What follows belongs to an exercise in optimizing a design on an open flow for small area, a short achievable clock period and few clock cycles per item; a production flow would make more cautious choices.
Function was checked by simulation only, so behaviour that the tests miss may differ from the original.

run 1:
## MyDesign
module MyDesign
(
	input  wire        go,
	output reg         busy,
	input  wire        reset,
	input  wire        clk,
	output reg  [15:0] write_data,
	output wire [11:0] write_address,
	output reg         write_enable,
	output wire [11:0] read_input_address,
	input  wire [15:0] read_input_data,
	output wire [11:0] read_weight_address,
	input  wire [15:0] read_weight_data
);
	localparam S_IDLE = 2'd0, S_RUN = 2'd1, S_FLUSH = 2'd2, S_TAIL = 2'd3;
	reg [1:0]  st;
	reg        bub;         
	reg [4:0]  pd;          
	reg [3:0]  gd;          
	reg        f0;          
	reg        wfl;         
	reg [4:0]  K;           
	reg [4:0]  Kn;          
	reg        endn;        
	reg [9:0]  XB;          
	reg [9:0]  IA;
	reg [11:0] WA;
	reg [6:0]  dW;          
	reg [5:0]  ckh;         
	reg [6:0]  cL;          
	reg [6:0]  cS;          
	reg [11:0] OC;
	assign read_input_address  = {2'b00, IA};
	assign read_weight_address = WA;
	assign write_address       = OC;
	wire       sg    = K[0];                  
	wire [3:0] h     = K[4:1];                
	wire [3:0] hn    = Kn[4:1];
  ...
Size in the first run: about 340 flip-flops, roughly 89 I/O pins.
clock: 6.5 ns
lec_check: 0
cap_margin: 20
core_margin: 2
core_utilization: 65
cts_buf_list: sky130_fd_sc_hd__clkbuf_16
cts_cluster_diameter: 70
cts_cluster_size: 28
setup_slack_margin: 4.0
slew_margin: 20
run.sh (not shown) runs the stock make flow with config.mk's settings and CLKGATE_MAP_FILE= SYNTH_SCRIPT=/design/flow/synth_recipe.tcl, a recipe that flattens the netlist after the stock synthesis.
Testbench counts of run 1, summed over its fixed seeds: cycles 11,427, macs 85,808.
Setup changes, run 1 to run 2
Settings: CTS_CLUSTER_DIAMETER now 80, was 70; CTS_CLUSTER_SIZE now 32, was 28.
==> summary.txt <==
Any difference in final cell count without fillers between run 1 and run 2 is small enough to ignore. Via count: run 1 vs run 2, no meaningful difference. Summary of run 2 over run 1: proportion of cell area spent on the clock network went down by 0.99 points; core utilization went down by 0.50 points. In terms of area used by sequential logic in the layout, run 2 and run 1 differ only marginally.
#### Input delta (run 3 over run 2)
Settings: removing CTS_CLUSTER_DIAMETER (formerly 80); removing CTS_CLUSTER_SIZE (formerly 32); changing CTS_BUF_LIST from sky130_fd_sc_hd__clkbuf_16 to sky130_fd_sc_hd__clkbuf_8.
--- outcome ---
Via count of the routed design, run 3 vs run 2: up by a few percent. Against run 2, shortest clock period the worst path allows after layout in run 3 came out worse. In the tables for run 2 and run 3, delay of the slowest critical-path stage reads higher with run 2. Wire: run 3 routes more than run 2. Summary of the comparison: area added between synthesis and finish is higher in run 3, relative to run 2. The share of cell area taken by flip-flops and latches in run 3 sits 0.97 points below the value recorded for run 2.

== v6 ==
Another version of the RTL of MyDesign (not shown whole).
Size in the first run: ~1600 cells after synthesis, roughly 350 flip-flops, roughly 89 I/O pins, about 0.017 mm^2 of cells after synthesis.
export LEC_CHECK = 0
export CAP_MARGIN = 20
export CORE_MARGIN = 2
export CORE_UTILIZATION = 40
export SETUP_SLACK_MARGIN = 4.3
export SLEW_MARGIN = 20
create_clock -name core_clock -period 6.5 [get_ports {clk}]
Testbench counts of v6, summed over its fixed seeds: cycles 11,427, macs 85,808.
For v7, these inputs were changed with respect to v6:
Settings: swapping 40 for 80 in CORE_UTILIZATION; putting CTS_BUF_LIST at sky130_fd_sc_hd__clkbuf_8 where nothing was set; swapping 4.3 for 4.0 in SETUP_SLACK_MARGIN.
==> summary.txt <==
Status for v6 and v7: clean finish in v6 only. v7 did not finish; the tool stopped in global routing with error GRT-0232. Comparing v6 and v7, the higher number of clock buffers inserted by TritonCTS was measured on v7. Comparing v7 with v6, the parity-gate share of the synthesized area counting xor and xnor cells came out essentially unchanged. On count of cell types in the netlist, v6 and v7 are neck and neck. v7 — placed wire-length estimate after detailed placement 420 um lower, v6 as reference.

Setup of run A:
The RTL this note starts from:
==> flow/design.v <==
module MyDesign
(
	input  wire        go,
	output reg         busy,
	input  wire        reset,
	input  wire        clk,
	output reg  [15:0] write_data,
	output wire [11:0] write_address,
	output reg         write_enable,
	output wire [11:0] read_input_address,
	input  wire [15:0] read_input_data,
	output wire [11:0] read_weight_address,
	input  wire [15:0] read_weight_data
);
	localparam S_IDLE = 2'd0, S_RUN = 2'd1, S_FLUSH = 2'd2, S_TAIL = 2'd3;
	reg [1:0]  st;
	reg        bub;         
	reg [4:0]  pd;          
	reg [3:0]  gd;          
	reg        f0;          
	reg        wfl;         
	reg [4:0]  K;           
	reg [4:0]  Kn;          
	reg        endn;        
	reg [9:0]  XB;          
	reg [9:0]  IA;
	reg [11:0] WA;
	reg [6:0]  dW;          
	reg [5:0]  ckh;         
	reg [6:0]  cL;          
	reg [6:0]  cS;          
	reg [11:0] OC;
	assign read_input_address  = {2'b00, IA};
	assign read_weight_address = WA;
	assign write_address       = OC;
	wire       sg    = K[0];                  
	wire [3:0] h     = K[4:1];                
	wire [3:0] hn    = Kn[4:1];
	wire [4:0] KP    = K + {4'd0, sg};        
	wire [4:0] Pm1   = {KP[3:0] - 4'd1, 1'b1};
	reg        lastp;       
	reg        lastg;       
	wire       lastl = lastp & lastg;
	wire       dummy = sg & (pd[4:1] == 4'd0);
	wire       run   = (st == S_RUN);
	wire       bub_n = run & ~bub & lastl & ~endn;
	wire       rel   = bub | lastp;           
	wire [4:0] pd_n  = rel ? Pm1 : pd - 5'd1;
	wire       l0_n  = ~rel & (pd == 5'd1);   
	wire       l1_n  = ~rel & (pd == 5'd2);
	wire       lg_n  = bub ? (K == 5'd1) : (lastp ? (gd == 4'd1) : lastg);
	wire [1:0] pq_n  = 2'd0 - pd_n[1:0];         
	reg [6:0] dW_n;
	always @(*) begin
		if (bub_n)
			dW_n = -{3'd0, hn};
		else if (l0_n & lg_n)
			dW_n = cL;
		else if (sg) begin
			case (pq_n)
				2'd1:    dW_n = bub ? {2'd0, K} + {3'd0, h} : {1'b0, ckh};
				2'd3:    dW_n = l1_n ? {2'd0, K} : -{3'd0, h};
				default: dW_n = -{3'd0, h};
			endcase
		end else begin
			if (pq_n != 2'd0) dW_n = {3'd0, h};
			else if (l0_n)    dW_n = 7'd1;
			else              dW_n = 7'd1 - {1'b0, ckh};
		end
	end
	reg  t_f, t_z;
	always @(*) begin
		t_f = 1'b0; t_z = 1'b1;
		if (run && !bub) begin
			t_f = f0;
			t_z = dummy;
		end else if (st == S_FLUSH)
			t_f = 1'b1;
	end
	always @(posedge clk or negedge reset) begin
		if (!reset) begin
			st <= S_IDLE; busy <= 1'b0; bub <= 1'b0;
		end else begin
			case (st)
				S_IDLE: if (go) begin
					busy <= 1'b1;
					st   <= S_RUN;
					bub  <= 1'b1;
				end
				S_RUN: begin
					bub <= bub_n;
					if (~bub & lastl & endn) st <= S_FLUSH;
				end
				S_FLUSH: st <= S_TAIL;
				default: if (pd == 5'd5) begin
					st   <= S_IDLE;
					busy <= 1'b0;
				end
			endcase
		end
	end
	wire [3:0] hp = read_input_data[6:3];
	always @(posedge clk) begin
		ckh <= K + {1'b0, h};
		cS  <= {{1'b0, K} + {1'b0, Kn}, 1'b1};
		cL  <= sg ? {3'd0, hn} - {3'd0, h} + 7'd1 : {3'd0, hn} + 7'd2;
	end
	always @(posedge clk) begin
		WA    <= WA + {{5{dW[6]}}, dW};
		dW    <= dW_n;
		pd    <= pd_n;
		lastp <= l0_n;
		lastg <= lg_n;
		f0    <= rel;
		IA    <= 10'd0;
		case (st)
			S_IDLE: begin
				K   <= read_input_data[6:2];
				XB  <= 10'd1;
				IA  <= go ? {4'b0, read_input_data[6:2], 1'b1} : 10'd0;
				WA  <= 12'd1 + {8'b0, hp};
				dW  <= -{3'd0, hp};
				wfl <= 1'b0;
				lastp <= 1'b0;
			end
			S_RUN: begin
				if (bub)        gd <= K[3:0] - 4'd1;
				else if (lastp) gd <= gd - 4'd1;
				if (lastp) wfl <= 1'b1;
				if (~rel)       IA <= IA + 10'd1;
				else if (~bub & lastl) begin
					K   <= Kn;
					XB  <= XB + {4'b0, K, 1'b1};
					IA  <= XB + {3'b0, cS};
				end else
					IA <= XB;
			end
			S_FLUSH: pd <= 5'd0;
			default: pd <= pd + 5'd1;
		endcase
	end
	reg        fA, wA, zA, capA, mA;
	reg [1:0]  pA;
	always @(posedge clk or negedge reset) begin
		if (!reset) begin
			fA <= 1'b0; wA <= 1'b0;
		end else begin
			fA <= t_f;
			wA <= t_f & (wfl | (st == S_FLUSH));    
		end
	end
	always @(posedge clk) begin
		zA <= t_z; capA <= bub; mA <= sg; pA <= ~pd[1:0];
		if (capA) begin
			Kn   <= read_input_data[6:2];
			endn <= &read_input_data[7:0];
		end
	end
	reg [15:0] X0, X1, X2, X3;
	reg [3:0]  xf, xw;
	reg [2:0]  xm;
	reg [1:0]  xp0, xp1, xp2;
	always @(posedge clk or negedge reset) begin
		if (!reset) begin
			xf <= 4'b0; xw <= 4'b0;
		end else begin
			xf <= {xf[2:0], fA};
			xw <= {xw[2:0], wA};
		end
	end
	always @(posedge clk) begin
		X0 <= zA ? 16'd0 : read_input_data;
		X1 <= X0; X2 <= X1; X3 <= X2;
		xm <= {xm[1:0], mA};
		xp0 <= pA; xp1 <= xp0; xp2 <= xp1;
	end
	reg [15:0]  S1;
	reg [15:4]  S2;
	reg [15:8]  S3;
	always @(posedge clk) begin
		S1 <= read_weight_data;
		S2 <= S1[15:4];
		S3 <= S2[15:8];
	end
	wire [3:0] c0 = read_weight_data[3:0];
	wire [3:0] c1 = S1[7:4];
	wire [3:0] c2 = S2[11:8];
	wire [3:0] c3 = S3[15:12];
	wire [15:0] acc0, acc1, acc2, acc3;
	wire [15:0] cy0, cy1, cy2, cy3;
	nn_row #(.ODD(0)) r0 (.clk(clk), .x(X0), .f(xf[0]), .m(mA), .pi(pA),
		.c0(c0), .c1(c1), .c2(c2), .c3(c3), .acc(acc0), .cy(cy0));
	nn_row #(.ODD(1)) r1 (.clk(clk), .x(X1), .f(xf[1]), .m(xm[0]), .pi(xp0),
		.c0(c0), .c1(c1), .c2(c2), .c3(c3), .acc(acc1), .cy(cy1));
	nn_row #(.ODD(0)) r2 (.clk(clk), .x(X2), .f(xf[2]), .m(xm[1]), .pi(xp1),
		.c0(c0), .c1(c1), .c2(c2), .c3(c3), .acc(acc2), .cy(cy2));
	nn_row #(.ODD(1)) r3 (.clk(clk), .x(X3), .f(xf[3]), .m(xm[2]), .pi(xp2),
		.c0(c0), .c1(c1), .c2(c2), .c3(c3), .acc(acc3), .cy(cy3));
	wire [3:0]  we = xw;
	wire [15:0] wacc = ({16{we[0]}} & acc0) | ({16{we[1]}} & acc1)
	                 | ({16{we[2]}} & acc2) | ({16{we[3]}} & acc3);
	wire [15:0] wcy  = ({16{we[0]}} & cy0) | ({16{we[1]}} & cy1)
	                 | ({16{we[2]}} & cy2) | ({16{we[3]}} & cy3);
	always @(posedge clk or negedge reset) begin
		if (!reset) write_enable <= 1'b0;
		else        write_enable <= |we;
	end
	always @(posedge clk) begin
		write_data <= wacc + wcy;
		OC <= (st == S_IDLE) ? 12'd0 : OC + {11'd0, write_enable};
	end
endmodule
module nn_row #(parameter ODD = 0)
(
	input  wire        clk,
	input  wire [15:0] x,
	input  wire        f,
	input  wire        m,
	input  wire [1:0]  pi,
	input  wire [3:0]  c0, c1, c2, c3,
	output reg  [15:0] acc,
	output wire [15:0] cy
);
	wire [1:0] j = {pi[1] ^ (m & (ODD != 0)), pi[0]};
	reg  [3:0] wsel;
	always @(*) begin
		case (j)
			2'd0: wsel = c0;
			2'd1: wsel = c1;
			2'd2: wsel = c2;
			default: wsel = c3;
		endcase
	end
	reg  [2:0] dl, dh;
	always @(posedge clk) begin
		dl <= {wsel[1], wsel[1] & ~wsel[0], wsel[0]};
		dh <= {wsel[3], wsel[3] & ~wsel[2], wsel[2]};
	end
	reg [7:1] k;                
	assign cy = {1'b0, k[7], 1'b0, k[6], 1'b0, k[5], 1'b0, k[4],
	             1'b0, k[3], 1'b0, k[2], 1'b0, k[1], 2'b00};
	wire [9:0] xl = {{2{x[7]}}, x[7:0]};
	wire [9:0] xh = {{2{x[15]}}, x[15:8]};
	wire [9:0] tl = ({10{dl[0]}} & xl) | ({10{dl[1]}} & {xl[8:0], 1'b0});
	wire [9:0] th = ({10{dh[0]}} & xh) | ({10{dh[1]}} & {xh[8:0], 1'b0});
	wire [9:0] vl = tl ^ {10{dl[2]}};
	wire [9:0] vh = th ^ {10{dh[2]}};
	wire [9:0] ul = {~vl[9], vl[8:0]};
	wire [9:0] uh = {~vh[9], vh[8:0]};
	wire [15:0] a  = f ? 16'd0 : acc;
	wire [7:1]  kk = f ? 7'd0 : k;
	wire [15:0] s, cc;
	assign s[9:0]  = a[9:0] ^ ul ^ uh;
	assign cc[0]   = dl[2];
	assign cc[10:1] = (a[9:0] & ul) | (a[9:0] & uh) | (ul & uh);
	assign s[10]   = ~(a[10] ^ cc[10]);
	assign s[15:11] = ~a[15:11];
	wire   cc11    = a[10] | cc[10];
	wire [15:0] cc2 = {a[14:11], cc11, 1'b0, cc[9:0]};
	wire [8:0]  ci = {1'b0, kk, dh[2]};
	wire [15:0] sum;
	wire [7:0]  co;
	genvar i;
	generate for (i = 0; i < 8; i = i + 1) begin : seg
		wire [2:0] t = {1'b0, s[2*i+1:2*i]} + {1'b0, cc2[2*i+1:2*i]} + {2'b0, ci[i]};
		assign sum[2*i+1:2*i] = t[1:0];
		assign co[i] = t[2];
	end endgenerate
	always @(posedge clk) begin
		acc <= sum;
		k   <= co[6:0];
	end
endmodule
clock: 6.5 ns
lec_check: 0
cap_margin: 20
core_margin: 2
core_utilization: 65
cts_buf_list: sky130_fd_sc_hd__clkbuf_16
cts_cluster_diameter: 80
cts_cluster_size: 32
setup_slack_margin: 3.9
slew_margin: 20
Testbench counts of run A, summed over its fixed seeds: cycles 11,427, macs 85,808.
### run A -> run B
Settings: SETUP_SLACK_MARGIN now 4.0, was 3.9; GPL_TIMING_DRIVEN now 0, previously not set.
[summary]
Compared run A against run B; quantity of I/O buffers inserted on ports within noise.
Fmax (higher): run A
Run B vs. run A: xor/xnor share of the synthesized area has remained practically unchanged; setup slack has decreased; design area has increased; number of standard cells in the final layout excluding fillers has increased.
--- input diff run B..run C ---
Settings: GPL_TIMING_DRIVEN: 0 -> unset; ABC_AREA: unset -> 1.
Notes after the runs:
Run C against run B: routed wire length higher; sequential cell area up about 0.4%. For number of cells produced by synthesis, dividing the value from run B by the value from run C gives 0.78. For the die area, run C came in about 2.7% higher than run B did. The standard cell with the maximum stage delay on the critical path comes out dfrtp_1 in one run and dfrtp_2 in the other, namely in run C and run B respectively. Run comparison: run C capturing instance or port of the critical path busy; run B capturing instance or port of the critical path write_data[14]$_DFF_P_. Going from run B to run C, fmax rose 25 MHz, post-synthesis async set-or-reset flop share about even.

==> what the ideal ports hide <==
How much do the figures lean on ideal ports? The routed layouts below were timed once more, with nothing changed but the port constraints. Step 1, drivers: a clkbuf_16 drives clk and a buf_2 each remaining input, both assumed. Step 2 times the ports against the registers' clock, not the clock port: input delays grow and output delays shrink by t, the midpoint of the rising clock arrivals with the driver on. Slacks: ideal ports / drivers / drivers and shift; pairs: ideal ports / drivers.
run | shift t [ns] | slack for setup (ns) | slew at the worst register clock pin (ns) | cell pins on the clock port's net
run 1 | 0.574 | 4.033 / 3.983 / 3.644 | 0.10 / 0.10 | 1
run 2 | 0.561 | 4.041 / 3.991 / 3.613 | 0.12 / 0.12 | 1
run 3 | 0.629 | 4.021 / 3.977 / 3.645 | 0.07 / 0.07 | 1
v6 | 0.604 | 4.102 / 4.044 / 3.792 | 0.06 / 0.06 | 1
run A | 0.564 | 3.940 / 3.933 / 3.632 | 0.12 / 0.12 | 1
run B | 0.566 | 3.846 / 3.846 / 3.539 | 0.12 / 0.12 | 1
run C | 0.570 | 4.012 / 3.961 / 3.587 | 0.12 / 0.12 | 1
After both steps setup and hold are still met in every run listed. The setup slack of run 2, which loses most, moves by -0.050 ns with the drivers and by -0.428 ns with both steps.
